This is an optimization exercise on Yosys and OpenROAD, whose aim is small area, not a production implementation. The RTL was checked by simulation tests, not by an equivalence proof against the original design. Power is estimated from default activity; no workload was simulated.

**config.mk**
```make
export PLATFORM = sky130hd
export DESIGN_NAME = RockPaperScissor
export DESIGN_NICKNAME = RockPaperScissor
export VERILOG_FILES = /design/flow/design.v
export SDC_FILE = /design/flow/constraint.sdc
export NUM_CORES = 4
export LEC_CHECK = 0
export CAP_MARGIN = 20
export CORE_MARGIN = 2
export CORE_UTILIZATION = 40
export PLACE_DENSITY = 0.6
export SLEW_MARGIN = 20
```
**constraint.sdc**
```tcl
create_clock -name core_clock -period 5.0 [get_ports {MAX10_CLK1_50}]
set_input_delay 1.0000 -clock core_clock [delete_from_list [all_inputs] [get_ports {MAX10_CLK1_50}]]
set_output_delay 1.0000 -clock core_clock [all_outputs]
set_load 0.01 [all_outputs]
```
**design.v**
```verilog
module ClockDivider100(
	input clk,
	input reset,
	output tick,
	output [4:0] band,   
	output v99,
	output v0
);
	reg [3:0] div;
	always @(posedge clk)
		if (reset) div <= 4'd0;
		else div <= div + 4'd1;
	assign tick = (div == 4'd0);
	reg [1:0] pa;    
	reg [2:0] pb;    
	reg [2:0] bj;    
	wire p19 = pa[1] & pa[0] & pb[2] & ~pb[0];
	wire p1  = ~pa[1] & pa[0] & ~pb[1] & pb[0];
	assign band[0] = ~bj[2] & ~bj[0];
	assign band[1] = ~bj[1] &  bj[0];
	assign band[2] = ~bj[2] &  bj[1];
	assign band[3] =  bj[2] &  bj[0];
	assign band[4] =  bj[1] & ~bj[0];
	assign v99     =  bj[2] & ~bj[1];
	assign v0 = band[0] & p1;
	always @(posedge clk)
		if (reset) begin
			pa <= 2'd1; pb <= 3'b001; bj <= 3'b000;
		end else if (tick) begin
			pa <= pa + 2'd1;
			pb <= {pb[1] & pb[0], pb[0], ~pb[2]};
			if (p19 | v99) bj <= {bj[1:0], ~bj[2]};
		end
endmodule
module RockPaperScissorCases(
	input  [4:0] dc,
	input  [3:0] wr,
	input  [3:0] lr,
	output [9:0] LEDR,
	output [6:0] a0, a1, a2, a3, a4, a5
);
	localparam C_BLANK = 4'd0,
	           C_P0 = 4'd1,
	           C_P1 = 4'd2,
	           C_P2 = 4'd3,
	           C_P3 = 4'd4,
	           C_P4 = 4'd5,
	           C_RT = 4'd6,
	           C_RL = 4'd7,
	           C_IW0 = 4'd8,
	           C_IT0 = 4'd9,
	           C_IL0 = 4'd10,
	           C_IW1 = 4'd12,
	           C_IT1 = 4'd13,
	           C_IL1 = 4'd14;
	wire rw = dc[4];
	wire [3:0] c = dc[3:0];
	wire ci = ~rw & (c == C_IW0 || c == C_IT0 || c == C_IL0 || c == C_IW1 || c == C_IT1 || c == C_IL1);
	function [6:0] seg;
		input [3:0] n;
		seg = ({7{n == 4'd0}} & 7'd63)  | ({7{n == 4'd1}} & 7'd6)   | ({7{n == 4'd2}} & 7'd91) |
		      ({7{n == 4'd3}} & 7'd79)  | ({7{n == 4'd4}} & 7'd102) | ({7{n == 4'd5}} & 7'd109) |
		      ({7{n == 4'd6}} & 7'd125) | ({7{n == 4'd7}} & 7'd7)   | ({7{n == 4'd8}} & 7'd127) |
		      ({7{n == 4'd9}} & 7'd111);
	endfunction
	wire [41:0] w =
		({42{rw}} & {7'd0, 7'd0, 7'd62, 7'd62, 7'd6, 7'd55}) |
		({42{~rw & c == C_P0}} & {7'd0,   7'd0,   7'd49,  7'd63,  7'd57,  7'd57}) |
		({42{~rw & c == C_P1}} & {7'd0,   7'd115, 7'd119, 7'd115, 7'd121, 7'd49}) |
		({42{~rw & c == C_P2}} & {7'd109, 7'd57,  7'd6,   7'd109, 7'd63,  7'd49}) |
		({42{~rw & c == C_P3}} & {7'd56,  7'd6,   7'd109, 7'd119, 7'd49,  7'd94}) |
		({42{~rw & c == C_P4}} & {7'd0,   7'd109, 7'd115, 7'd63,  7'd57,  7'd57}) |
		({42{~rw & (c == C_IW0 || c == C_IW1)}} & {7'd0, 7'd0, 7'd0, 7'd62, 7'd64, 7'd55}) |
		({42{~rw & (c == C_RT || c == C_IT0 || c == C_IT1)}} & {7'd0, 7'd0, 7'd0, 7'd78, 7'd6, 7'd121}) |
		({42{~rw & (c == C_RL || c == C_IL0 || c == C_IL1)}} & {7'd0, 7'd0, 7'd6, 7'd63, 7'd109, 7'd109});
	wire lsh = ci & (lr < 4'd10);
	wire wsh = ci & (wr < 4'd10);
	assign a0 = lsh ? seg(lr) : w[6:0];
	assign a1 = ci ? 7'd64 : w[13:7];
	assign a2 = wsh ? seg(wr) : w[20:14];
	assign a3 = ci ? 7'd0 : w[27:21];
	assign a4 = w[34:28];
	assign a5 = w[41:35];
	wire pos0 = ~rw & (c == C_P0 || c == C_P1 || c == C_P2 || c == C_P3 || c == C_P4 ||
	                   c == C_RT || c == C_IW1 || c == C_IT1 || c == C_IL1);
	wire all = rw & (c == 4'd11 || c == 4'd12 || c == 4'd13);
	genvar k;
	generate for (k = 0; k < 10; k = k + 1) begin : g_led
		if (k == 9) assign LEDR[k] = all | pos0 | (rw & c == 4'd1);
		else assign LEDR[k] = all | (rw & c == 4'd10 - k);
	end endgenerate
endmodule
module RockPaperScissor(
	input        MAX10_CLK1_50,
	input        reset,
	output [7:0] HEX0,
	output [7:0] HEX1,
	output [7:0] HEX2,
	output [7:0] HEX3,
	output [7:0] HEX4,
	output [7:0] HEX5,
	input  [1:0] KEY,
	output [9:0] LEDR,
	input  [9:0] SW
);
	wire clk = MAX10_CLK1_50;
	wire on = SW[0];
	wire restart = ~KEY[1];
	localparam C_BLANK = 4'd0,
	           C_P0 = 4'd1,
	           C_P1 = 4'd2,
	           C_P2 = 4'd3,
	           C_P3 = 4'd4,
	           C_P4 = 4'd5,
	           C_RT = 4'd6,
	           C_RL = 4'd7,
	           C_IW0 = 4'd8,
	           C_IT0 = 4'd9,
	           C_IL0 = 4'd10,
	           C_IW1 = 4'd12,
	           C_IT1 = 4'd13,
	           C_IL1 = 4'd14;
	localparam S_IDLE = 2'd0, S_PICK = 2'd1, S_DISP = 2'd3, S_RES = 2'd2;
	wire tick, v99, v0;
	wire [4:0] band;
	ClockDivider100 u_div(.clk(clk), .reset(reset), .tick(tick), .band(band), .v99(v99), .v0(v0));
	reg [1:0] st;
	reg [8:0] rd;      
	reg [1:0] rs;      
	reg [3:0] wr, lr;  
	reg pend;
	reg cu2;           
	reg [2:0] cu5;     
	reg [3:0] cd;      
	reg [4:0] dc;      
	wire [4:0] m = rd[4:0];    
	wire win  = band[0] & (m[1] | m[4]) | band[1] & (m[2] | m[3]) | band[2] & (m[0] | m[4]) |
	            band[3] & (m[0] | m[2]) | band[4] & (m[1] | m[3]);
	wire tie  = band[0] & m[0] | band[1] & m[1] | band[2] & m[2] | band[3] & m[3] | band[4] & m[4];
	wire loss = band[0] & (m[2] | m[3]) | band[1] & (m[0] | m[4]) | band[2] & (m[1] | m[3]) |
	            band[3] & (m[1] | m[4]) | band[4] & (m[0] | m[2]);
	wire wshow = win | band[1] & m[0];    
	wire go = on & ~v0;
	wire upd = (st == S_PICK) & go & ~v99;
	wire [3:0] ew = pend ? 4'd0 : wr;
	wire [3:0] el = pend ? 4'd0 : lr;
	wire cu9 = cu2 & (cu5 == 3'b110);
	wire cu0 = ~cu2 & (cu5 == 3'b000);
	wire cu1 = cu2 & (cu5 == 3'b001);
	wire wrap = (cd == 4'd13) & cu1;
	wire [3:0] c = dc[3:0];
	wire rw = dc[4];
	wire isw = rw | c == C_IW0 | c == C_IW1;
	wire ist = ~rw & (c == C_RT | c == C_IT0 | c == C_IT1);
	wire isi = ~rw & (c == C_IW0 | c == C_IT0 | c == C_IL0 | c == C_IW1 | c == C_IT1 | c == C_IL1);
	wire [3:0] pcls = band[0] ? C_P0 : band[1] ? C_P1 : band[2] ? C_P2 : band[3] ? C_P3 : C_P4;
	always @(posedge clk)
		if (reset) begin
			st <= S_IDLE; wr <= 4'd0; lr <= 4'd0; pend <= 1'b0;
			cu2 <= 1'b0; cu5 <= 3'b000; cd <= 4'd1; dc <= {1'b0, C_BLANK};
		end else if (tick) begin
			if (st == S_IDLE) begin
				wr <= ew; lr <= el; pend <= restart;
			end else if (upd) begin
				pend <= 1'b0;
				wr <= (win & ~restart) ? wr + 4'd1 : (win & restart) ? ew + 4'd1 : restart ? 4'd0 : ew;
				lr <= (loss & ~restart) ? lr + 4'd1 : (loss & restart) ? el + 4'd1 : restart ? 4'd0 : el;
			end else
				pend <= pend | restart;
			case (st)
				S_IDLE: begin
					dc <= {1'b0, isw ? C_IW0 : ist ? C_IT0 : C_IL0};
					if (on & (SW[1] | SW[2] | SW[3] | SW[4] | SW[5])) begin
						st <= S_PICK;
						rd[4:0] <= {SW[5] & ~SW[4] & ~SW[3] & ~SW[2] & ~SW[1],
						            SW[4] & ~SW[3] & ~SW[2] & ~SW[1],
						            SW[3] & ~SW[2] & ~SW[1],
						            SW[2] & ~SW[1],
						            SW[1]};
					end
				end
				S_PICK: begin
					if (~v99) dc <= {1'b0, pcls};
					else if (isi) dc <= {1'b0, isw ? C_IW1 : ist ? C_IT1 : C_IL1};
					if (go) begin
						st <= S_DISP; rd <= 9'd0;
						rs <= {tie, wshow};
					end
				end
				S_DISP: begin
					rd <= rd + 9'd1;
					if (on && rd > 9'd200) st <= S_RES;
				end
				default: begin  
					if (rs[0]) begin
						if (!(cd == 4'd11 && cu0)) dc <= {1'b1, cd};
						else if (!rw) dc <= {1'b1, 4'd1};
					end else if (rs[1]) dc <= {1'b0, C_RT};
					else dc <= {1'b0, C_RL};
					if (!on) st <= S_IDLE;
					else begin
						cu2 <= wrap ? 1'b0 : ~cu2;
						cu5 <= wrap ? 3'b000 : {cu5[1] & cu5[0], cu5[0], ~cu5[2]};
						if (wrap) cd <= 4'd1;
						else if (cu9) cd <= cd + 4'd1;
					end
				end
			endcase
		end
	wire [6:0] a0, a1, a2, a3, a4, a5;
	RockPaperScissorCases u_out(.dc(dc), .wr(wr), .lr(lr), .LEDR(LEDR),
		.a0(a0), .a1(a1), .a2(a2), .a3(a3), .a4(a4), .a5(a5));
	assign HEX0 = {1'b1, ~a0};
	assign HEX1 = {1'b1, ~a1};
	assign HEX2 = {1'b1, ~a2};
	assign HEX3 = {1'b1, ~a3};
	assign HEX4 = {1'b1, ~a4};
	assign HEX5 = {1'b1, ~a5};
endmodule
```
**run.sh**
```bash
#!/bin/bash
# synth_recipe.tcl (not shown) runs the flow's synth.tcl, then flattens the netlist and writes it again
# the make line also repeats each setting of config.mk as NAME=value (left out here)
make -C /OpenROAD-flow-scripts/flow DESIGN_CONFIG=/design/flow/config.mk WORK_HOME=/design/flow/orfs CLKGATE_MAP_FILE= SYNTH_SCRIPT=/design/flow/synth_recipe.tcl finish
```
==> flow_summary.json, run 1 <==
{
  "port_buffers": 59,
  "start_util": 0.413,
  "hold_buffers": 0,
  "cts-resized-gates": 0,
  "dp_hpwl_um": 8460,
  "skew_ns": 0.0113,
  "grt_start_max_net_pins": 39,
  "clock_latency_ns": 0.31,
  "grt_use_total": 0.208,
  "synth.distinct_cells": 74,
  "vdd_drop_max_v": 0.000236,
  "rrSetupSlack_ns": 2.28,
  "synth_edf_count": 11,
  "fin_crit_sh": 0.812,
  "synth.ff_latch_count": 47,
  "die_h_um": 107,
  "yosys_warnings": 3,
  "drtAntennaViolNets": 0,
  "multi_input_area_mm2": 0.00289,
  "grt_pass1_wl_um": 19900,
  "gp_congestion": 0.831,
  "cts.sinks": 47,
  "slew_headroom": 0.348,
  "synthCells": 583,
  "finalSetupTns_ns": 0,
  "slew_viol_final": 0,
  "antenna_cells": 0,
  "grt_setup_unrepaired": "no",
  "cp_max_fo": 24,
  "numCtsBuffers": 5,
  "hold_class": "flop to flop",
  "cts_root_buf": "clkbuf_8",
  "regArea_mm2": 0.00105,
  "cts_tree": "built",
  "rows": 37,
  "critPathKind": "flop to output pin",
  "first_iter_violations": 354,
  "vias": 4341,
  "drive_gt1_frac": 0.0430,
  "wl_per_cell_um": 15.7,
  "p_total_uw": 2270,
  "power.density_mw_per_mm2": 460,
  "fp.dieW_um": 107,
  "hold_violations": 0,
  "fillCellCount": 1057,
  "route.detailed.vias_per_inst": 5.86,
  "firstDrtPassIters": 5,
  "cts_buffer_depth": 2,
  "core-area_mm2": 0.0104,
  "ios": 72,
  "grt_pass1_vias": 3993,
  "layout_common_cells": "70 x nor2_1, 59 x clkdlybuf4s50_1, 52 x nand2_1",
  "required_ns": 4.00,
  "nNetsFinal": 641,
  "min_period_ns": 4.06,
  "arrival_ns": 3.06,
  "tightest_slew_ns": 0.977,
  "die_area_mm2": 0.0115,
  "wl_um": 11700,
  "drc": 0,
  "dp_slack_ns": 1.35,
  "setup_violations": 0,
  "clk_pin_slew_worst_paths_ns": 0.11,
  "final_common_cell": "nor2_1",
  "postCtsSetupRepairBufs": 0,
  "antenna_found_initial": 0,
  "postLayoutSetupSlackWorst_ns": 0.940,
  "synth.cell_area_mm2": 0.00428,
  "critPathCaptureType": "output pin",
  "start_kind": "flop",
  "synthFlopType": "dfxtp_1",
  "synth_area_per_cell_um2": 7.34,
  "synthToLayoutAreaGrowth_pct": 15.2,
  "leakage_uw": 0.00175,
  "maxCapViolations": 0,
  "status": "finished clean",
  "overflow": 0,
  "seq_area_frac_synth": 0.246,
  "async_flop_share": 0,
  "h-tree-depth": 2,
  "clock.fmax_ghz": 0.246
}
-- cells by family after synthesis --
logic type               Yosys count  synth area share
AO/OA/AOI/OAI                    177             0.285
XOR/XNOR                          14            0.0286
adder cells (fa/ha/maj)           23            0.0672
buffers and inverters             84            0.0848
flip-flops                        47             0.246
multiplexers                      11            0.0266
other                              1          0.000876
AND/OR/NAND/NOR                  226             0.261
-- state kept, by name, summed over array words and instances, names as in the netlist --
name       count
rd             9
dc             5
cd             4
lr             4
u_div.div      4
wr             4
cu5            3
u_div.bj       3
u_div.pb       3
rs             2
st             2
u_div.pa       2
cu2            1
pend           1
-- where the power goes --
group	internal (uW)	total, uW	switching [uW]
combinational	665	1430	762
clock	103	253	150
sequential	449	587	138
total	1220	2270	1050
-- worst max-delay path, stage by stage (launching register included) --
cell and delay (ns):
dfxtp_1 0.84, inv_1 0.34, nor2_1 0.43, nor2_1 0.15
a221oi_1 0.30, o21ai_0 0.17, clkdlybuf4s50_1 0.51
-- Yosys cell counts (11+ instances only) --
cell type	instances	area (um^2)
clkbuf_1	39	146
dfxtp_1	36	721
o21ai_0	44	220
nor3_1	11	55.1
nand3_1	26	130
ha_1	23	288
xnor2_1	12	105
inv_1	30	113
edfxtp_1	11	330
a21oi_1	36	180
buf_4	12	90.1
nand2_1	52	195
nor2b_1	12	75.1
nor2_1	70	263
-- routing by layer --
metal  vias to the layer above  global-route usage  wire length [um]
met3                        12              0.0218               590
met1                      2072               0.288              5270
met5                         -                   0                 0
met2                       126               0.352              5660
li1                       2131                   -                 -
met4                         0              0.0421               136
-- path summary, 6_finish.rpt --
| check | depth (start not counted) | start | endpoint |
|---|---|---|---|
| setup reg to reg | 5 | dc[3]$_SDFFE_PP0P_ | dc[0]$_SDFFE_PP0P_ |
| hold reg to reg | 1 | u_div.div[0]$_SDFF_PP0_ | u_div.div[0]$_SDFF_PP0_ |
| hold / removal | 1 | u_div.div[0]$_SDFF_PP0_ | u_div.div[0]$_SDFF_PP0_ |
| setup / recovery | 6 | dc[1]$_SDFFE_PP0P_ | HEX2[0] |
-- stage by stage --
step / util / hold WS, ns / instance area, um^2 / cells
floorplan: - / 0.430 / 4300 / 589
global placement: 0.466 / 0.446 / 4840 / 733
detailed placement: 0.466 / 0.456 / 4840 / 733
CTS: 0.476 / 0.483 / 4930 / 741
global route: 0.476 / 0.495 / 4930 / 741
finish: 0.476 / 0.474 / 4930 / 741
-- cell type report --
cell class / instances / share of cell area
multi-input cells: 458 / 0.586
repair buffers: 62 / 0.124
inverters: 30 / 0.0228
clock inverters: 3 / 0.00533
well taps: 136 / 0.0345
flip-flops and latches: 47 / 0.213
clock buffers: 5 / 0.0140
==> run 2: changes to the inputs <==
==> flow/run.sh (new file) <==
#!/bin/bash
# Layout flow: the standard flow (standard.sh, unchanged synthesis and steps) with two
# different choices inside it:
#  - port buffers use sky130_fd_sc_hd__buf_1 (the default picks clkdlybuf4s50_1, 2.7x larger);
#  - clock tree synthesis does not add dummy load cells.
# Every port still gets its buffer; the clock still reaches every register through buffers.
set -euo pipefail
export BUFFER_PORTS_ARGS="-buffer_cell sky130_fd_sc_hd__buf_1"
export CTS_ARGS="-sink_clustering_enable -repair_clock_nets -dont_use_dummy_load"
bash standard.sh > standard_flow.log 2>&1
==> standard.sh (new file) <==
#!/bin/bash
# synth_recipe.tcl (not shown) runs the flow's synth.tcl, then flattens the netlist and writes it again
# the make line also repeats each setting of config.mk as NAME=value (left out here)
make -C /OpenROAD-flow-scripts/flow DESIGN_CONFIG=/design/flow/config.mk WORK_HOME=/design/flow/orfs CLKGATE_MAP_FILE= SYNTH_SCRIPT=/design/flow/synth_recipe.tcl "${@:-finish}"
removed: run.sh
==> run 2 against run 1 <==
Count of clock-buffer cells in the layout unchanged. Sequential power about the same. Combinational power decreased by 15%. Wire length decreased by 3.1%. Highest routed layer unchanged. Register-to-register slack about the same. Synthesized cell count unchanged. Setup slack improved by 0.37 ns. Utilization decreased by 3.8 points. Critical path depth decreased by 2. Clock skew increased by 0.018 ns. Via count increased by 0.14%.
==> flow_summary.json, run 2 <==
{
  "status": "finished clean",
  "vdd_drop_max_v": 0.000186,
  "route.detailed.vias_per_inst": 5.89,
  "synthFlopType": "dfxtp_1",
  "leakage_uw": 0.00157,
  "wl_per_cell_um": 15.3,
  "rrSetupSlack_ns": 2.27,
  "whs_ns": 0.479,
  "clock.fmax_ghz": 0.271,
  "grt_pass1_wl_um": 18500,
  "async_flop_share": 0,
  "postCtsSetupRepairBufs": 0,
  "power.density_mw_per_mm2": 444,
  "start_kind": "flop",
  "synth.cell_area_mm2": 0.00428,
  "synthCells": 583,
  "firstDrtPassIters": 5,
  "hold_buffers": 0,
  "regMostFlops": "rd",
  "synth.ff_latch_count": 47,
  "nNetsFinal": 641,
  "tightest_slew_ns": 0.995,
  "layout_common_cells": "70 x nor2_1, 59 x buf_1, 52 x nand2_1",
  "final_common_cell": "nor2_1",
  "largest_reg_flops": 9,
  "core-area_mm2": 0.0104,
  "synth.area.top_cells": "dfxtp_1 17%, edfxtp_1 7.7%, ha_1 6.7%",
  "die_h_um": 107,
  "r2r-end": "dc[0]$_SDFFE_PP0P_",
  "fillCellCount": 1088,
  "vias": 4347,
  "fp.dieW_um": 107,
  "critPathKind": "flop to output pin",
  "synth_area_per_cell_um2": 7.34,
  "grt_start_max_net_pins": 39,
  "p_total_uw": 2020,
  "grt_setup_unrepaired": "no",
  "setup_violations": 0,
  "synthTopCellsByCount": "70 x nor2_1, 52 x nand2_1, 44 x o21ai_0, 39 x clkbuf_1",
  "cts_tree": "built",
  "finalSetupTns_ns": 0,
  "yosys_warnings": 3,
  "fin_crit_sh": 0.739,
  "hold_class": "flop to flop",
  "cts.sinks": 47,
  "gp_congestion": 0.887,
  "rows": 37,
  "slew_headroom": 0.336,
  "grt_pass1_vias": 3859,
  "slew_viol_final": 0,
  "min_from": "u_div.div[0]$_SDFF_PP0_",
  "min_to": "u_div.div[0]$_SDFF_PP0_",
  "hold_violations": 0,
  "antenna_cells": 0,
  "dp_hpwl_um": 8060,
  "hold_depth": 1,
  "wl_um": 11300,
  "synth_top_cell_area_share": 0.168,
  "cts_root_buf": "clkbuf_8",
  "cts_buffer_depth": 2,
  "synth_edf_count": 11,
  "top_regs": "rd: 9 flops, dc: 5 flops",
  "cts-resized-gates": 0,
  "numCtsBuffers": 5,
  "clk_pin_slew_worst_paths_ns": 0.10,
  "yosysMostFrequentCell": "nor2_1",
  "synthToLayoutAreaGrowth_pct": 6.11,
  "drive_gt1_frac": 0.0399,
  "arrival_ns": 2.69,
  "overflow": 0,
  "yosys.area.top_type": "dfxtp_1",
  "seq_area_frac_synth": 0.246,
  "required_ns": 4.00,
  "min_period_ns": 3.69,
  "maxCapViolations": 0,
  "port_buffers": 59,
  "synth.distinct_cells": 74,
  "skew_ns": 0.0291,
  "ff2ff_path_depth": 5,
  "clock_latency_ns": 0.32,
  "grt_use_total": 0.195,
  "drc": 0,
  "cp_max_fo": 30,
  "die_area_mm2": 0.0115,
  "drtAntennaViolNets": 0,
  "start_util": 0.413,
  "ios": 72,
  "h-tree-depth": 2,
  "critPathCaptureType": "output pin",
  "antenna_found_initial": 0,
  "first_iter_violations": 336,
  "r2r-start": "dc[3]$_SDFFE_PP0P_"
}
## run 2: cell counts after synthesis
Identical to the previous run, type by type.
## run 2: logic make-up (layout without fill, tap and decap cells)
| family | after synthesis | count (layout) | synth area share |
|---|---|---|---|
| AO/OA/AOI/OAI | 177 | 177 | 0.285 |
| XOR/XNOR | 14 | 14 | 0.0286 |
| adder cells (fa/ha/maj) | 23 | 23 | 0.0672 |
| buffers and inverters | 84 | 97 | 0.0848 |
| flip-flops | 47 | 47 | 0.246 |
| multiplexers | 11 | 11 | 0.0266 |
| other | 1 | 7 | 0.000876 |
| AND/OR/NAND/NOR | 226 | 226 | 0.261 |
## run 2: layer usage
layer	global-route usage	wire (um)	up-vias
li1	-	-	2123
met1	0.271	5230	2078
met2	0.320	5360	136
met3	0.0224	579	10
met4	0.0531	129	0
met5	0	0	-
## run 2: area by class of cell
cell class,instances,area [um^2],area share
clock buffers,5,68.8,0.0152
multi-input cells,458,2900,0.637
well taps,136,170,0.0375
repair buffers,62,244,0.0537
inverters,30,113,0.0248
flip-flops and latches,47,1050,0.231
## run 2: worst max-delay path, cell delays in order, from the launching register on
cell and delay (ns):
dfxtp_1 0.92, nor2b_1 0.79, a211oi_1 0.23, mux2_2 0.32, buf_1 0.13
## run 2: worst max path at each step
| stage | startpoint | cells after the start | end | slack, ns |
|---|---|---|---|---|
| 6_report | dc[3]$_SDFFE_PP0P_ | 4 | HEX0[1] | 1.31 |
| 5_1_grt | dc[1]$_SDFFE_PP0P_ | 6 | HEX2[0] | 1.03 |
| 4_1_cts | dc[3]$_SDFFE_PP0P_ | 4 | HEX0[1] | 1.33 |
| 3_5_place_dp | dc[1]$_SDFFE_PP0P_ | 6 | HEX2[0] | 1.70 |
| 3_3_place_gp | dc[1]$_SDFFE_PP0P_ | 6 | HEX2[0] | 1.71 |
| 2_1_floorplan | dc[0]$_SDFFE_PP0P_ | 7 | HEX5[5] | 2.33 |
## run 2: power by group
part           internal (uW)  total [uW]  leakage [uW]  switching, uW
Clock                   90.6         218     0.0000359            127
Sequential               449         585      0.000398            136
Combinational            449        1210       0.00114            763
## run 2: through the flow
step	util	instance area (um^2)	cells	setup WS (ns)
5_1_grt	0.438	4540	738	1.03
2_1_floorplan	-	4300	589	2.33
6_report	0.438	4540	738	1.31
3_3_place_gp	0.431	4470	733	1.71
4_1_cts	0.437	4540	738	1.33
3_5_place_dp	0.431	4470	733	1.70
==> run 3: changes to the inputs <==
--- a/design.v
+++ b/design.v
@@ -7,14 +7,10 @@
 	output v0
 );
-	reg [3:0] div;
-	always @(posedge clk)
-		if (reset) div <= 4'd0;
-		else div <= div + 4'd1;
-	assign tick = (div == 4'd0);
-	reg [1:0] pa;    
-	reg [2:0] pb;    
+	reg [5:0] cnt;
+	reg [2:0] q5;    
 	reg [2:0] bj;    
-	wire p19 = pa[1] & pa[0] & pb[2] & ~pb[0];
-	wire p1  = ~pa[1] & pa[0] & ~pb[1] & pb[0];
+	assign tick = (cnt[3:0] == 4'd0);
+	wire p19 = cnt[5] & cnt[4] & q5[2] & ~q5[0];
+	wire p1  = ~cnt[5] & cnt[4] & ~q5[1] & q5[0];
 	assign band[0] = ~bj[2] & ~bj[0];
 	assign band[1] = ~bj[1] &  bj[0];
@@ -26,9 +22,9 @@
 	always @(posedge clk)
 		if (reset) begin
-			pa <= 2'd1; pb <= 3'b001; bj <= 3'b000;
-		end else if (tick) begin
-			pa <= pa + 2'd1;
-			pb <= {pb[1] & pb[0], pb[0], ~pb[2]};
-			if (p19 | v99) bj <= {bj[1:0], ~bj[2]};
+			cnt <= 6'd16; q5 <= 3'b001; bj <= 3'b000;
+		end else begin
+			cnt <= cnt + 6'd1;
+			q5 <= {q5[1] & q5[0], q5[0], ~q5[2]};
+			if (tick & (p19 | v99)) bj <= {bj[1:0], ~bj[2]};
 		end
 endmodule
@@ -59,8 +55,15 @@
 	function [6:0] seg;
 		input [3:0] n;
-		seg = ({7{n == 4'd0}} & 7'd63)  | ({7{n == 4'd1}} & 7'd6)   | ({7{n == 4'd2}} & 7'd91) |
-		      ({7{n == 4'd3}} & 7'd79)  | ({7{n == 4'd4}} & 7'd102) | ({7{n == 4'd5}} & 7'd109) |
-		      ({7{n == 4'd6}} & 7'd125) | ({7{n == 4'd7}} & 7'd7)   | ({7{n == 4'd8}} & 7'd127) |
-		      ({7{n == 4'd9}} & 7'd111);
+		reg w, x, y, z;
+		begin
+			{w, x, y, z} = n;
+			seg[0] = w | y | x & z | ~x & ~z;
+			seg[1] = ~x | ~y & ~z | y & z;
+			seg[2] = x | ~y | z;
+			seg[3] = w | ~x & ~z | ~x & y | y & ~z | x & ~y & z;
+			seg[4] = ~x & ~z | y & ~z;
+			seg[5] = w | ~y & ~z | x & ~y | x & ~z;
+			seg[6] = w | x & ~y | ~x & y | y & ~z;
+		end
 	endfunction
 	wire [41:0] w =
@@ -84,9 +87,9 @@
 	wire pos0 = ~rw & (c == C_P0 || c == C_P1 || c == C_P2 || c == C_P3 || c == C_P4 ||
 	                   c == C_RT || c == C_IW1 || c == C_IT1 || c == C_IL1);
-	wire all = rw & (c == 4'd11 || c == 4'd12 || c == 4'd13);
+	wire all = rw & (c == 4'd10 || c == 4'd11 || c == 4'd12);
 	genvar k;
 	generate for (k = 0; k < 10; k = k + 1) begin : g_led
-		if (k == 9) assign LEDR[k] = all | pos0 | (rw & c == 4'd1);
-		else assign LEDR[k] = all | (rw & c == 4'd10 - k);
+		if (k == 9) assign LEDR[k] = all | pos0 | (rw & c == 4'd0);
+		else assign LEDR[k] = all | (rw & c == 4'd9 - k);
 	end endgenerate
 endmodule
@@ -143,10 +146,11 @@
 	wire go = on & ~v0;
 	wire upd = (st == S_PICK) & go & ~v99;
-	wire [3:0] ew = pend ? 4'd0 : wr;
-	wire [3:0] el = pend ? 4'd0 : lr;
+	wire winc = upd & win, linc = upd & loss;
+	wire [3:0] yw = (pend | upd & ~win & restart) ? 4'd0 : wr;
+	wire [3:0] yl = (pend | upd & ~loss & restart) ? 4'd0 : lr;
 	wire cu9 = cu2 & (cu5 == 3'b110);
 	wire cu0 = ~cu2 & (cu5 == 3'b000);
 	wire cu1 = cu2 & (cu5 == 3'b001);
-	wire wrap = (cd == 4'd13) & cu1;
+	wire wrap = (cd == 4'd12) & cu1;
 	wire [3:0] c = dc[3:0];
 	wire rw = dc[4];
@@ -158,14 +162,11 @@
 		if (reset) begin
 			st <= S_IDLE; wr <= 4'd0; lr <= 4'd0; pend <= 1'b0;
-			cu2 <= 1'b0; cu5 <= 3'b000; cd <= 4'd1; dc <= {1'b0, C_BLANK};
+			cu2 <= 1'b0; cu5 <= 3'b000; cd <= 4'd0; dc <= {1'b0, C_BLANK};
 		end else if (tick) begin
-			if (st == S_IDLE) begin
-				wr <= ew; lr <= el; pend <= restart;
-			end else if (upd) begin
-				pend <= 1'b0;
-				wr <= (win & ~restart) ? wr + 4'd1 : (win & restart) ? ew + 4'd1 : restart ? 4'd0 : ew;
-				lr <= (loss & ~restart) ? lr + 4'd1 : (loss & restart) ? el + 4'd1 : restart ? 4'd0 : el;
-			end else
-				pend <= pend | restart;
+			pend <= (st == S_IDLE) ? restart : upd ? 1'b0 : pend | restart;
+			if ((st == S_IDLE) | upd) begin
+				wr <= yw + {3'd0, winc};
+				lr <= yl + {3'd0, linc};
+			end
 			case (st)
 				S_IDLE: begin
@@ -189,19 +190,19 @@
 				end
 				S_DISP: begin
-					rd <= rd + 9'd1;
+					rd[4:0] <= rd[4:0] + 5'd1;
+					if (&rd[4:0]) rd[8:5] <= rd[8:5] + 4'd1;
 					if (on && rd > 9'd200) st <= S_RES;
 				end
 				default: begin  
 					if (rs[0]) begin
-						if (!(cd == 4'd11 && cu0)) dc <= {1'b1, cd};
-						else if (!rw) dc <= {1'b1, 4'd1};
+						if (!(cd == 4'd10 && cu0)) dc <= {1'b1, cd};
+						else if (!rw) dc <= {1'b1, 4'd0};
 					end else if (rs[1]) dc <= {1'b0, C_RT};
 					else dc <= {1'b0, C_RL};
 					if (!on) st <= S_IDLE;
 					else begin
-						cu2 <= wrap ? 1'b0 : ~cu2;
+						cu2 <= ~wrap & ~cu2;
 						cu5 <= wrap ? 3'b000 : {cu5[1] & cu5[0], cu5[0], ~cu5[2]};
-						if (wrap) cd <= 4'd1;
-						else if (cu9) cd <= cd + 4'd1;
+						cd <= wrap ? 4'd0 : cd + {3'd0, cu9};
 					end
 				end
--- a/config.mk
+++ b/config.mk
@@ -6,4 +6,5 @@
 export NUM_CORES = 4
 export LEC_CHECK = 0
+export ABC_AREA = 1
 export CAP_MARGIN = 20
 export CORE_MARGIN = 2
==> run 3 against run 2 <==
Die area decreased by 15%. Setup slack improved by 0.17 ns. Via count decreased by 14%. Critical path depth increased by 5. Utilization increased by 0.89 points. Non-clock buffer count decreased by 3. Flip-flop and latch count unchanged. Total power decreased by 31%. Count of clock-buffer cells in the layout unchanged. Critical endpoint is now HEX0[3]. Largest power group unchanged.
==> flow_summary.json, run 3 <==
{
  "status": "finished clean",
  "yosys.area.top_type": "dfxtp_1",
  "top_regs": "rd: 9 flops, u_div.cnt: 6 flops, dc: 5 flops",
  "synth_area_per_cell_um2": 6.38,
  "synth.cell_area_mm2": 0.00360,
  "synth.distinct_cells": 42,
  "die_h_um": 98.9,
  "yosys_warnings": 3,
  "leakage_uw": 0.00176,
  "cp_max_fo": 16,
  "overflow": 0,
  "final_common_cell": "nand2_1",
  "seq_area_frac_synth": 0.292,
  "critPathKind": "flop to output pin",
  "synthCells": 564,
  "startpoint": "dc[4]$_SDFFE_PP0P_",
  "slew_viol_final": 0,
  "synthTopCellsByCount": "110 x nand2_1, 93 x nor2_1, 76 x inv_1, 40 x o21ai_0, 36 x dfxtp_1",
  "fin_crit_sh": 0.706,
  "hold_depth": 1,
  "route.detailed.vias_per_inst": 5.19,
  "first_iter_violations": 181,
  "grt_pass1_wl_um": 15700,
  "p_total_uw": 1380,
  "cts-resized-gates": 0,
  "ios": 72,
  "die_area_mm2": 0.00978,
  "multi_input_area_mm2": 0.00211,
  "synthFlopType": "dfxtp_1",
  "core-area_mm2": 0.00872,
  "hold_violations": 0,
  "clock.fmax_ghz": 0.283,
  "synth_top_cell_area_share": 0.200,
  "start_kind": "flop",
  "r2r-start": "st[1]$_SDFFE_PP0P_",
  "finalSetupTns_ns": 0,
  "regArea_mm2": 0.00105,
  "maxCapViolations": 0,
  "fin_area_mm2": 0.00390,
  "synth.area.top_cells": "dfxtp_1 20%, nand2_1 11%, nor2_1 9.7%",
  "slew_headroom": 0.280,
  "postCtsSetupRepairBufs": 0,
  "cts_root_buf": "clkbuf_8",
  "rrSetupSlack_ns": 2.66,
  "cts.sinks": 47,
  "grt_use_total": 0.191,
  "hold_buffers": 0,
  "ff2ff_path_depth": 13,
  "required_ns": 4.00,
  "layout_common_cells": "110 x nand2_1, 93 x nor2_1, 76 x inv_1",
  "cts_buffer_depth": 2,
  "cts_tree": "built",
  "clk_pin_slew_worst_paths_ns": 0.09,
  "grt_setup_unrepaired": "no",
  "drc": 0,
  "yosysMostFrequentCell": "nand2_1",
  "firstDrtPassIters": 5,
  "fillCellCount": 966,
  "drtAntennaViolNets": 0,
  "whs_ns": 0.411,
  "drive_gt1_frac": 0.0475,
  "nNetsFinal": 644,
  "synthToLayoutAreaGrowth_pct": 8.23,
  "tightest_slew_ns": 1.07,
  "rows": 34,
  "clock_latency_ns": 0.30,
  "antenna_cells": 0,
  "fp.dieW_um": 98.9,
  "r2r-end": "wr[1]$_SDFFE_PP0P_",
  "wl_per_cell_um": 12.8,
  "gp_congestion": 0.894,
  "setup_violations": 0,
  "port_buffers": 59,
  "async_flop_share": 0,
  "power.density_mw_per_mm2": 355,
  "h-tree-depth": 2,
  "start_util": 0.413,
  "endpoint": "HEX0[3]",
  "regMostFlops": "rd",
  "antenna_found_initial": 0,
  "vias": 3726,
  "grt_start_max_net_pins": 24,
  "arrival_ns": 2.53,
  "critPathCaptureType": "output pin",
  "min_period_ns": 3.53,
  "synth.ff_latch_count": 47,
  "largest_reg_flops": 9,
  "skew_ns": 0.0213,
  "place_area_mm2": 0.00383,
  "wl_um": 9220,
  "grt_pass1_vias": 3477,
  "numCtsBuffers": 5,
  "dp_hpwl_um": 7330,
  "hold_class": "flop to flop",
  "vdd_drop_max_v": 0.000178,
  "synth_edf_count": 11
}
==> run 3: layer usage <==
metal | up-vias | part of all wire | track usage
met2 | 112 | 0.46 | 0.332
met5 | - | 0 | 0
li1 | 1934 | - | -
met3 | 8 | 0.059 | 0.0333
met1 | 1672 | 0.47 | 0.246
met4 | 0 | 0.011 | 0.0453
==> run 3: how the worst min path moves through the flow <==
stage	start	endpoint	slack [ns]
4_1_cts	u_div.q5[2]$_SDFF_PP0_	u_div.q5[0]$_SDFF_PP1_	0.42
2_1_floorplan	u_div.q5[2]$_SDFF_PP0_	u_div.q5[0]$_SDFF_PP1_	0.37
5_1_grt	u_div.q5[2]$_SDFF_PP0_	u_div.q5[0]$_SDFF_PP1_	0.43
3_3_place_gp	u_div.q5[2]$_SDFF_PP0_	u_div.q5[0]$_SDFF_PP1_	0.37
3_5_place_dp	u_div.q5[2]$_SDFF_PP0_	u_div.q5[0]$_SDFF_PP1_	0.39
6_report	u_div.q5[2]$_SDFF_PP0_	u_div.q5[0]$_SDFF_PP1_	0.41
==> run 3: through the flow <==
step | setup WS [ns] | std cells | utilization
after floorplan | 2.42 | 570 | -
after global placement | 1.82 | 713 | 0.439
after detailed placement | 1.82 | 713 | 0.439
after CTS | 1.47 | 718 | 0.447
after global routing | 1.20 | 718 | 0.447
final | 1.47 | 718 | 0.447
==> run 3: cell type report <==
class / count / area share
Clock buffer: 5 / 0.0177
Multi-Input combinational cell: 416 / 0.541
Tap cell: 108 / 0.0347
Inverter: 83 / 0.0799
Sequential cell: 47 / 0.270
Timing Repair Buffer: 59 / 0.0568
==> run 3: cells by family (layout without fill, tap and decap cells) <==
logic type / Yosys count / count (layout) / share of synthesized area
compound gates: 100 / 100 / 0.163
buf+inv: 107 / 147 / 0.129
xor+xnor: 3 / 3 / 0.00730
flops: 47 / 47 / 0.292
other cells: 1 / 7 / 0.00104
fa+ha+maj: 18 / 18 / 0.0625
simple gates: 288 / 288 / 0.346
==> run 3: critical path, stage by stage, from the launching register on <==
cell and delay [ns]:
dfxtp_1 0.68, inv_2 0.24, nand3_1 0.47, a21oi_2 0.11, inv_1 0.11, nand2_1 0.10, nor3_1 0.15, nand2_1 0.08
o41ai_1 0.08, buf_1 0.19
==> run 3: report_power, final <==
group	total, uW	switching [uW]	internal, uW
clock network	210	119	90.5
logic	693	475	217
registers	481	49.9	431
==> run 4: changes to the inputs <==
==> flow/run.sh (replaced) <==
#!/bin/bash
# Layout flow: the standard flow (standard.sh) with its synthesis unchanged, then
#  1. the combinational logic of the synthesised netlist mapped again by ABC for area
#     (flip-flops kept as they are, same cells and names);
#  2. the rest of the standard flow from that netlist, with port buffers of
#     sky130_fd_sc_hd__buf_1 (the default picks clkdlybuf4s50_1) and a clock tree
#     without dummy loads.
# Every port still gets its buffer; the clock reaches every register through buffers.
# Each tool's output goes to a log file of its own in this folder.
set -euo pipefail
WORK=$(pwd)
R=$WORK/orfs/results/$FLOW_PLATFORM/RockPaperScissor/base
LIB=$FLOW_HOME/platforms/sky130hd/lib/sky130_fd_sc_hd__tt_025C_1v80.lib
YOSYS=$FLOW_HOME/../tools/install/yosys/bin/yosys
export BUFFER_PORTS_ARGS="-buffer_cell sky130_fd_sc_hd__buf_1"
export CTS_ARGS="-sink_clustering_enable -repair_clock_nets -dont_use_dummy_load -buf_list sky130_fd_sc_hd__clkbuf_16 -root_buf sky130_fd_sc_hd__clkbuf_16 -sink_clustering_size 50 -sink_clustering_max_diameter 300"

# 1. standard synthesis
bash standard.sh synth > flow_synth.log 2>&1
cp $R/1_2_yosys.v $WORK/synth_standard.v

# 2. map the combinational logic again
mkdir -p $WORK/remap
python3 $WORK/flow/mkmodels.py $LIB $WORK/remap > $WORK/remap/mkmodels.log 2>&1
# the platform's don't-use cells
DU="-dont_use sky130_fd_sc_hd__probe_p_8 -dont_use sky130_fd_sc_hd__probec_p_8 -dont_use sky130_fd_sc_hd__lpflow_bleeder_1 -dont_use sky130_fd_sc_hd__lpflow_clkbufkapwr_1 -dont_use sky130_fd_sc_hd__lpflow_clkbufkapwr_16 -dont_use sky130_fd_sc_hd__lpflow_clkbufkapwr_2 -dont_use sky130_fd_sc_hd__lpflow_clkbufkapwr_4 -dont_use sky130_fd_sc_hd__lpflow_clkbufkapwr_8 -dont_use sky130_fd_sc_hd__lpflow_clkinvkapwr_1 -dont_use sky130_fd_sc_hd__lpflow_clkinvkapwr_16 -dont_use sky130_fd_sc_hd__lpflow_clkinvkapwr_2 -dont_use sky130_fd_sc_hd__lpflow_clkinvkapwr_4 -dont_use sky130_fd_sc_hd__lpflow_clkinvkapwr_8 -dont_use sky130_fd_sc_hd__lpflow_decapkapwr_12 -dont_use sky130_fd_sc_hd__lpflow_decapkapwr_3 -dont_use sky130_fd_sc_hd__lpflow_decapkapwr_4 -dont_use sky130_fd_sc_hd__lpflow_decapkapwr_6 -dont_use sky130_fd_sc_hd__lpflow_decapkapwr_8 -dont_use sky130_fd_sc_hd__lpflow_inputiso0n_1 -dont_use sky130_fd_sc_hd__lpflow_inputiso0p_1 -dont_use sky130_fd_sc_hd__lpflow_inputiso1n_1 -dont_use sky130_fd_sc_hd__lpflow_inputiso1p_1 -dont_use sky130_fd_sc_hd__lpflow_inputisolatch_1 -dont_use sky130_fd_sc_hd__lpflow_isobufsrc_1 -dont_use sky130_fd_sc_hd__lpflow_isobufsrc_16 -dont_use sky130_fd_sc_hd__lpflow_isobufsrc_2 -dont_use sky130_fd_sc_hd__lpflow_isobufsrc_4 -dont_use sky130_fd_sc_hd__lpflow_isobufsrc_8 -dont_use sky130_fd_sc_hd__lpflow_isobufsrckapwr_16 -dont_use sky130_fd_sc_hd__lpflow_lsbuf_lh_hl_isowell_tap_1 -dont_use sky130_fd_sc_hd__lpflow_lsbuf_lh_hl_isowell_tap_2 -dont_use sky130_fd_sc_hd__lpflow_lsbuf_lh_hl_isowell_tap_4 -dont_use sky130_fd_sc_hd__lpflow_lsbuf_lh_isowell_4 -dont_use sky130_fd_sc_hd__lpflow_lsbuf_lh_isowell_tap_1 -dont_use sky130_fd_sc_hd__lpflow_lsbuf_lh_isowell_tap_2 -dont_use sky130_fd_sc_hd__lpflow_lsbuf_lh_isowell_tap_4"
$YOSYS -l $WORK/flow_remap.log -p "
read_verilog $WORK/remap/comb_models.v
read_verilog $WORK/remap/seq_models.v
read_verilog $WORK/synth_standard.v
hierarchy -top $FLOW_TOP
flatten
opt_clean -purge
techmap
opt -purge
abc -liberty $LIB $DU -script $WORK/flow/remap.abc
opt_clean -purge
hilomap -singleton -hicell sky130_fd_sc_hd__conb_1 HI -locell sky130_fd_sc_hd__conb_1 LO
opt_clean -purge
stat -liberty $LIB
write_verilog -noattr -nohex -nodec $WORK/remap/remapped.v
" > /dev/null
cp $WORK/remap/remapped.v $R/1_2_yosys.v

# 3. the rest of the standard flow from the new netlist
bash standard.sh do-1_synth > flow_synth_odb.log 2>&1
bash standard.sh > flow_layout.log 2>&1
==> flow/mkmodels.py (new file) <==
#!/usr/bin/env python3
"""Write Verilog models of the platform's standard cells from its liberty file:
comb_models.v with each combinational cell's function, seq_models.v with the
other cells (flip-flops, latches, ...) as black boxes.
usage: mkmodels.py LIB OUTDIR"""
import re, sys

lib = open(sys.argv[1]).read()
out = sys.argv[2]
comb, seq = [], []
for c in re.split(r'\n\s*cell\s*\(', lib)[1:]:
    name = c.split(')')[0].strip().strip('"')
    is_seq = re.search(r'\n\s*(ff|latch|statetable)\s*\(', c) is not None
    pins, seen = [], set()
    for m in re.finditer(r'\n\s*pin\s*\(\s*"?(\w+)"?\s*\)\s*\{', c):
        start = i = m.end()
        depth = 1
        while depth:
            depth += {'{': 1, '}': -1}.get(c[i], 0)
            i += 1
        pb = c[start:i]
        d = re.search(r'direction\s*:\s*"?(\w+)"?', pb)
        f = re.search(r'function\s*:\s*"([^"]*)"', pb)
        if m.group(1) not in seen:
            seen.add(m.group(1))
            pins.append((m.group(1), d.group(1) if d else None, f.group(1) if f else None))
    ins = [p for p, d, f in pins if d == 'input']
    outs = [(p, f) for p, d, f in pins if d == 'output']
    ports = ', '.join(ins + [p for p, f in outs])
    decl = ''.join('  input %s;\n' % p for p in ins)
    if is_seq or not outs or any(f is None or 'VPWR' in f for p, f in outs):
        decl += ''.join('  output %s;\n' % p for p, f in outs)
        seq.append('(* blackbox *)\nmodule %s(%s);\n%sendmodule\n' % (name, ports, decl))
    else:
        decl += ''.join('  output %s;\n  assign %s = %s;\n' % (p, p, f) for p, f in outs)
        comb.append('module %s(%s);\n%sendmodule\n' % (name, ports, decl))
open(out + '/comb_models.v', 'w').write('\n'.join(comb))
open(out + '/seq_models.v', 'w').write('\n'.join(seq))
==> flow/remap.abc (new file) <==
strash
&get -n
&deepsyn -T 60
&put
dch -f
amap
topo
==> run 4 against run 3 <==
Cell count shrank 24%. Area after synthesis is 24% lower. Highest routed layer unchanged. Wire length decreased by 20%. Final area shrank 17%. Sequential power is 13% lower. First-iteration DRC count decreased by 15%. Largest cell class unchanged.
==> flow_summary.json, run 4 <==
{
  "status": "finished clean",
  "drive_gt1_frac": 0.0128,
  "maxCapViolations": 0,
  "numCtsBuffers": 5,
  "leakage_uw": 0.00105,
  "regMostFlops": "rd",
  "synth_area_per_cell_um2": 6.88,
  "min_period_ns": 4.58,
  "first_iter_violations": 154,
  "rows": 30,
  "fin_crit_sh": 0.916,
  "arrival_ns": 3.58,
  "cts_buffer_depth": 2,
  "cts_tree": "built",
  "critPathKind": "flop to output pin",
  "postLayoutSetupSlackWorst_ns": 0.420,
  "setup_violations": 0,
  "dp_slack_ns": 0.763,
  "hold_class": "flop to flop",
  "synthToLayoutAreaGrowth_pct": 17.4,
  "cp_common_cell": "nor2_1",
  "die_h_um": 86.7,
  "synthCells": 398,
  "worstPathCellList": "nor2_1 -> clkinv_1 -> o22ai_1 -> nand2_1 -> o311ai_0 -> o21ai_0 -> nor2_1 -> clkinv_1 -> nor2_1 -> o221ai_1 -> o21a_1 -> or2_0 -> buf_1",
  "skew_ns": 0.0121,
  "final_core_util": 0.479,
  "slew_headroom": 0.500,
  "grt_pass1_vias": 2648,
  "route.detailed.vias_per_inst": 5.38,
  "grt_setup_unrepaired": "no",
  "fillCellCount": 712,
  "critPathSlowestCell": "dfxtp_1",
  "dp_cells": 544,
  "yosys_warnings": 3,
  "wl_um": 7340,
  "final_common_cell": "nor2_1",
  "layout_common_cells": "92 x nor2_1, 65 x clkinv_1, 59 x buf_1",
  "drtAntennaViolNets": 0,
  "firstDrtPassIters": 4,
  "hold_violations": 0,
  "drc": 0,
  "cts-resized-gates": 0,
  "required_ns": 4.00,
  "wl_per_cell_um": 13.4,
  "grt_start_max_net_pins": 15,
  "antenna_found_initial": 0,
  "core-area_mm2": 0.00672,
  "gp_congestion": 0.921,
  "finalSetupTns_ns": 0,
  "slowest_delay_ns": 0.35,
  "clock.fmax_ghz": 0.218,
  "place_area_mm2": 0.00309,
  "vias": 2954,
  "tightest_slew_ns": 0.743,
  "largest_reg_flops": 9,
  "grt_pass1_wl_um": 12100,
  "ios": 72,
  "die_area_mm2": 0.00752,
  "fp.dieW_um": 86.7,
  "start_util": 0.408,
  "dp_hpwl_um": 5840,
  "clock_latency_ns": 0.28,
  "crit_buf_inv": 3,
  "clk_pin_slew_worst_paths_ns": 0.06,
  "top_regs": "rd: 9 flops, u_div.cnt: 6 flops, dc: 5 flops",
  "antenna_cells": 0,
  "cp_top_family": "simple AND/OR/NAND/NOR gates",
  "cts_root_buf": "clkbuf_16",
  "overflow": 0,
  "slew_viol_final": 0,
  "grt_use_total": 0.199,
  "power.density_mw_per_mm2": 328,
  "nNetsFinal": 485,
  "rrSetupSlack_ns": 1.83,
  "port_buffers": 59,
  "postCtsSetupRepairBufs": 0,
  "critPathCaptureType": "output pin",
  "h-tree-depth": 2,
  "cts.sinks": 47,
  "fin_area_mm2": 0.00322,
  "cp_max_fo": 9,
  "fin_cells": 549,
  "vdd_drop_max_v": 0.000181,
  "hold_buffers": 0,
  "start_kind": "flop",
  "synth.cell_area_mm2": 0.00274
}
-- run 4: final timing paths --
path,cells after the start,to,from
setup / recovery,13,HEX0[3],dc[1]$_SDFFE_PP0P_
hold / removal,1,u_div.q5[0]$_SDFF_PP1_,u_div.q5[2]$_SDFF_PP0_
setup reg to reg,9,cd[0]$_SDFFE_PP0P_,u_div.cnt[0]$_SDFF_PP0_
hold reg to reg,1,u_div.q5[0]$_SDFF_PP1_,u_div.q5[2]$_SDFF_PP0_
-- run 4: final cells by class --
type | instances | area [um^2] | share of cell area
multi-input combinational | 292 | 1470 | 0.456
sequential | 47 | 1050 | 0.327
inverter | 65 | 244 | 0.0759
timing repair buffer | 60 | 229 | 0.0712
clock buffer | 5 | 125 | 0.0389
tap | 80 | 100 | 0.0311
-- run 4: per-stage QoR --
stage / hold slack [ns] / total power (uW)
finish: 0.396 / 1060
global route: 0.405 / 1120
CTS: 0.398 / 1060
detailed placement: 0.388 / 761
global placement: 0.377 / 760
floorplan: 0.366 / 642
-- run 4: per-layer routing --
| layer | routed length, um | global-route usage | part of all wire |
|---|---|---|---|
| met1 | 3400 | 0.251 | 0.46 |
| met2 | 3370 | 0.348 | 0.46 |
| met3 | 451 | 0.0314 | 0.061 |
| met4 | 119 | 0.0668 | 0.016 |
| met5 | 0 | 0 | 0 |
-- run 4: report_power, final --
part / switching, uW / internal (uW) / leakage (uW) / total [uW]
sequential: 16.2 / 401 / 0.000401 / 418
clock: 125 / 177 / 0.0000616 / 302
combinational: 231 / 106 / 0.000585 / 337
==> run 5: changes to the inputs <==
--- a/flow/run.sh
+++ b/flow/run.sh
@@ -14,5 +14,5 @@
 YOSYS=$FLOW_HOME/../tools/install/yosys/bin/yosys
 export BUFFER_PORTS_ARGS="-buffer_cell sky130_fd_sc_hd__buf_1"
-export CTS_ARGS="-sink_clustering_enable -repair_clock_nets -dont_use_dummy_load -buf_list sky130_fd_sc_hd__clkbuf_16 -root_buf sky130_fd_sc_hd__clkbuf_16 -sink_clustering_size 50 -sink_clustering_max_diameter 300"
+export CTS_ARGS="-sink_clustering_enable -repair_clock_nets -dont_use_dummy_load"
 
 # 1. standard synthesis
==> run 5 against run 4 <==
Critical path depth unchanged. Non-clock buffer count is the same. Largest power group unchanged. Cell count is the same. Final area decreased by 1.8%. Largest cell class unchanged.
==> flow_summary.json, run 5 <==
{
  "fillCellCount": 717,
  "r2r-end": "cd[0]$_SDFFE_PP0P_",
  "firstDrtPassIters": 4,
  "grt_start_max_net_pins": 15,
  "wl_um": 7280,
  "start_util": 0.408,
  "vias": 2952,
  "final_common_cell": "nor2_1",
  "core-area_mm2": 0.00672,
  "hold_depth": 1,
  "critPathSlowestCell": "dfxtp_1",
  "finalSetupTns_ns": 0,
  "slew_viol_final": 0,
  "cts_buffer_depth": 2,
  "yosys_warnings": 3,
  "layout_common_cells": "92 x nor2_1, 65 x clkinv_1, 59 x buf_1",
  "grt_setup_unrepaired": "no",
  "fp.dieW_um": 86.7,
  "postCtsSetupRepairBufs": 0,
  "synthCells": 398,
  "synth_area_per_cell_um2": 6.88,
  "ff2ff_path_depth": 9,
  "cp_common_cell": "nor2_1",
  "grt_pass1_vias": 2647,
  "postLayoutSetupSlackWorst_ns": 0.391,
  "gp_congestion": 0.921,
  "top_regs": "rd: 9 flops, u_div.cnt: 6 flops, dc: 5 flops",
  "nNetsFinal": 485,
  "setup_violations": 0,
  "dp_cells": 544,
  "cts.sinks": 47,
  "maxCapViolations": 0,
  "drive_gt1_frac": 0.0128,
  "r2r-start": "u_div.cnt[0]$_SDFF_PP0_",
  "arrival_ns": 3.61,
  "vdd_drop_max_v": 0.000151,
  "synth.cell_area_mm2": 0.00274,
  "cts_root_buf": "clkbuf_8",
  "synthToLayoutAreaGrowth_pct": 15.3,
  "drtAntennaViolNets": 0,
  "fin_crit_sh": 0.922,
  "power.density_mw_per_mm2": 304,
  "status": "finished clean",
  "wl_per_cell_um": 13.3,
  "start_kind": "flop",
  "antenna_found_initial": 0,
  "first_iter_violations": 149,
  "die_h_um": 86.7,
  "port_buffers": 59,
  "hold_buffers": 0,
  "numCtsBuffers": 5,
  "clock_latency_ns": 0.29,
  "hold_violations": 0,
  "dp_slack_ns": 0.763,
  "min_to": "u_div.q5[0]$_SDFF_PP1_",
  "hold_class": "flop to flop",
  "overflow": 0,
  "largest_reg_flops": 9,
  "antenna_cells": 0,
  "leakage_uw": 0.00102,
  "cp_max_fo": 9,
  "cts-resized-gates": 0,
  "dp_hpwl_um": 5840,
  "critPathCaptureType": "output pin",
  "min_from": "u_div.q5[2]$_SDFF_PP0_",
  "drc": 0,
  "die_area_mm2": 0.00752,
  "min_period_ns": 4.61,
  "rows": 30,
  "grt_pass1_wl_um": 12100,
  "clk_pin_slew_worst_paths_ns": 0.09,
  "skew_ns": 0.0167,
  "ios": 72,
  "cts_tree": "built",
  "fin_cells": 549,
  "final_core_util": 0.470,
  "regMostFlops": "rd",
  "grt_use_total": 0.198,
  "h-tree-depth": 2,
  "route.detailed.vias_per_inst": 5.38,
  "required_ns": 4.00,
  "clock.fmax_ghz": 0.217,
  "worstPathCellList": "nor2_1 -> clkinv_1 -> o22ai_1 -> nand2_1 -> o311ai_0 -> o21ai_0 -> nor2_1 -> clkinv_1 -> nor2_1 -> o221ai_1 -> o21a_1 -> or2_0 -> buf_1",
  "slowest_delay_ns": 0.36,
  "whs_ns": 0.403,
  "rrSetupSlack_ns": 1.82,
  "slew_headroom": 0.492,
  "critPathKind": "flop to output pin",
  "tightest_slew_ns": 0.762
}
-- run 5: cell type report --
cell class	count	area, um^2	share of cell area
clock buffers	5	68.8	0.0218
repair buffers	60	229	0.0725
multi-input cells	292	1470	0.464
flip-flops and latches	47	1050	0.333
well taps	80	100	0.0317
inverters	65	244	0.0772
-- run 5: routing by layer --
layer / vias up / global-route usage / wire [um]
met5: - / 0 / 0
met1: 1307 / 0.252 / 3420
met4: 0 / 0.0668 / 155
li1: 1535 / - / -
met2: 98 / 0.344 / 3310
met3: 12 / 0.0286 / 391
-- run 5: where the power goes --
part,switching (uW),internal [uW],leakage [uW]
Sequential,16.1,401,0.000401
Clock,116,90.4,0.0000359
Combinational,231,106,0.000585
-- run 5: how the worst max path moves through the flow --
stage | from | to | slack, ns | cells past startpoint
floorplan | dc[0]$_SDFFE_PP0P_ | HEX0[3] | 0.90 | 12
finish | dc[1]$_SDFFE_PP0P_ | HEX0[3] | 0.39 | 13
detailed placement | dc[1]$_SDFFE_PP0P_ | HEX0[3] | 0.76 | 13
global placement | dc[1]$_SDFFE_PP0P_ | HEX0[3] | 0.83 | 13
CTS | dc[1]$_SDFFE_PP0P_ | HEX0[3] | 0.42 | 13
global route | dc[1]$_SDFFE_PP0P_ | HEX0[3] | 0.08 | 13
-- run 5: worst max-delay path: cells and delay by family, from the launching register on --
kind / cells / cell delay, ns
flops: 1 / 0.36
buf+inv: 3 / 0.48
simple gates: 5 / 1.31
compound gates: 5 / 1.15
-- run 5: through the flow --
stage / total power, uW / instance area, um^2
after floorplan: 642 / 2760
after detailed placement: 761 / 3090
final: 960 / 3160
after CTS: 964 / 3160
after global placement: 760 / 3090
after global routing: 1020 / 3160
==> run 6: changes to the inputs <==
--- a/flow/run.sh
+++ b/flow/run.sh
@@ -13,6 +13,7 @@
 LIB=$FLOW_HOME/platforms/sky130hd/lib/sky130_fd_sc_hd__tt_025C_1v80.lib
 YOSYS=$FLOW_HOME/../tools/install/yosys/bin/yosys
+export SKIP_REPAIR_TIE_FANOUT=1
 export BUFFER_PORTS_ARGS="-buffer_cell sky130_fd_sc_hd__buf_1"
-export CTS_ARGS="-sink_clustering_enable -repair_clock_nets -dont_use_dummy_load"
+export CTS_ARGS="-repair_clock_nets -dont_use_dummy_load -buf_list sky130_fd_sc_hd__clkbuf_16 -root_buf sky130_fd_sc_hd__clkbuf_16"
 
 # 1. standard synthesis
==> run 6 against run 5 <==
Non-clock buffer count stayed put. Sequential share of layout area is 0.26 points lower. Cell count fell by 4.7%. Clock skew down 0.014 ns. Fmax is 1.6% higher. Flip-flop and latch count is the same. Wire length grew 0.16%. Global-route usage rose by 0.29 points. Via count decreased by 0.17%. Worst hold slack got worse by 0.014 ns. Total power is 21% higher. Sequential power up 6.2%.
==> flow_summary.json, run 6 <==
{
  "grt_pass1_vias": 2614,
  "dp_hpwl_um": 5740,
  "antenna_found_initial": 0,
  "die_h_um": 86.6,
  "cp_common_cell": "o21ai_0",
  "h-tree-depth": 2,
  "overflow": 0,
  "wl_um": 7290,
  "skew_ns": 0.00268,
  "slowest_delay_ns": 0.52,
  "synthToLayoutAreaGrowth_pct": 16.6,
  "rows": 30,
  "largest_reg_flops": 9,
  "firstDrtPassIters": 4,
  "critPathSlowestCell": "dfxtp_1",
  "tightest_slew_ns": 1.02,
  "synth_area_per_cell_um2": 7.22,
  "worstPathCellList": "clkinv_1 -> nor2_1 -> clkinv_1 -> a21oi_1 -> a22o_1 -> nand2_1 -> o21ai_0 -> o21ai_0 -> nor2_1 -> clkinv_1 -> o21ai_0 -> o21ai_0 -> nand2_1 -> o221ai_1 -> buf_1",
  "route.detailed.vias_per_inst": 5.63,
  "min_period_ns": 4.54,
  "wl_per_cell_um": 13.9,
  "vias": 2947,
  "slew_headroom": 0.311,
  "cp_top_family": "compound AO/OA/AOI/OAI gates",
  "critPathKind": "flop to output pin",
  "hold_class": "flop to flop",
  "place_area_mm2": 0.00306,
  "postCtsSetupRepairBufs": 0,
  "grt_setup_unrepaired": "no",
  "hold_depth": 1,
  "hold_buffers": 0,
  "fp.dieW_um": 86.6,
  "drc": 0,
  "clock_latency_ns": 0.28,
  "fin_cells": 523,
  "clock.fmax_ghz": 0.220,
  "start_util": 0.409,
  "dp_slack_ns": 0.888,
  "first_iter_violations": 149,
  "layout_common_cells": "77 x nor2_1, 59 x buf_1, 57 x clkinv_1",
  "grt_pass1_wl_um": 12100,
  "cts.sinks": 47,
  "synthCells": 378,
  "status": "finished clean",
  "drive_gt1_frac": 0.0135,
  "hold_violations": 0,
  "cts_tree": "built",
  "regMostFlops": "rd",
  "fin_crit_sh": 0.908,
  "arrival_ns": 3.54,
  "ios": 72,
  "yosys_warnings": 3,
  "critPathCaptureType": "output pin",
  "grt_use_total": 0.201,
  "core-area_mm2": 0.00668,
  "synth.cell_area_mm2": 0.00273,
  "cts-resized-gates": 0,
  "grt_start_max_net_pins": 15,
  "start_kind": "flop",
  "worstSetupPathDepth": 15,
  "cts_buffer_depth": 2,
  "clk_pin_slew_worst_paths_ns": 0.06,
  "required_ns": 4.00,
  "maxCapViolations": 0,
  "antenna_cells": 0,
  "fin_area_mm2": 0.00318,
  "numCtsBuffers": 5,
  "die_area_mm2": 0.00750,
  "slew_viol_final": 0,
  "vdd_drop_max_v": 0.000208,
  "finalSetupTns_ns": 0,
  "top_regs": "rd: 9 flops, u_div.cnt: 6 flops, dc: 5 flops",
  "final_common_cell": "nor2_1",
  "ff2ff_path_depth": 10,
  "power.density_mw_per_mm2": 366,
  "leakage_uw": 0.00104,
  "cp_max_fo": 10,
  "whs_ns": 0.388,
  "port_buffers": 59,
  "dp_cells": 518,
  "nNetsFinal": 459,
  "drtAntennaViolNets": 0,
  "gp_congestion": 0.925,
  "postLayoutSetupSlackWorst_ns": 0.462,
  "crit_buf_inv": 4,
  "cts_root_buf": "clkbuf_16",
  "setup_violations": 0
}
## run 6: path summary, 6_finish.rpt
check | startpoint | end | slack (ns)
worst max register to register | u_div.cnt[0]$_SDFF_PP0_ | wr[3]$_SDFFE_PP0P_ | 1.88
worst min-delay path | u_div.q5[2]$_SDFF_PP0_ | u_div.q5[0]$_SDFF_PP1_ | 0.39
worst min register to register | u_div.q5[2]$_SDFF_PP0_ | u_div.q5[0]$_SDFF_PP1_ | 0.39
worst max-delay path | dc[0]$_SDFFE_PP0P_ | HEX2[6] | 0.46
## run 6: metal layers
layer  vias to the layer above  global-route usage  share of wire
met4                         0              0.0625          0.017
met3                        11              0.0343          0.049
met1                      1331               0.251           0.47
li1                       1506                   -              -
met5                         -                   0              0
met2                        99               0.353           0.47
## run 6: power by group
part	internal (uW)	total (uW)	leakage, uW	switching [uW]
clock network	177	304	0.0000616	127
logic	138	419	0.000580	281
registers	413	443	0.000396	29.7
## run 6: metrics by stage
| step | utilization | power [uW] |
|---|---|---|
| final | 0.477 | 1170 |
| after detailed placement | 0.458 | 868 |
| after CTS | 0.477 | 1170 |
| after global routing | 0.477 | 1240 |
| after floorplan | - | 725 |
| after global placement | 0.458 | 865 |
## run 6: layout make-up
class,count,area [um^2]
Sequential cell,47,1050
Multi-Input combinational cell,274,1470
Clock buffer,5,125
Tap cell,80,100
Timing Repair Buffer,60,229
Inverter,57,214
Fill cell,695,3500

-- port drivers added, routing unchanged --
No port has a modelled driver above. Below, the same layouts with a new extraction and two added sets of constraints. Step 1 sets driving cells, clkbuf_16 on the clock port and buf_2 on the other inputs (assumed; they add their load-dependent delay and slew). Step 2 moves the port delays by t, midway between the first and last clock arrival at a register: inputs arrive t later, outputs are due t later. That takes back most of the time a late clock gives input paths. a / b / c = ideal ports / drivers / drivers and shift; a / b = the first two.
run	shift t [ns]	slack for setup (ns)	hold WS [ns]	latest minus earliest clock arrival (ns)	worst slew at a driven data input, ns
run 1	0.341	0.940 / 0.906 / 1.246	0.474 / 0.474 / 0.474	0.011 / 0.011	0.03
run 2	0.336	1.305 / 1.272 / 1.607	0.479 / 0.479 / 0.479	0.029 / 0.029	0.03
run 3	0.325	1.472 / 1.440 / 1.765	0.411 / 0.411 / 0.411	0.021 / 0.022	0.03
run 4	0.306	0.420 / 0.389 / 0.695	0.396 / 0.396 / 0.396	0.012 / 0.012	0.03
run 5	0.312	0.391 / 0.366 / 0.678	0.403 / 0.403 / 0.403	0.016 / 0.016	0.03
run 6	0.312	0.462 / 0.430 / 0.742	0.388 / 0.388 / 0.388	0.002 / 0.002	0.03
After both steps setup and hold are still met in every run listed.
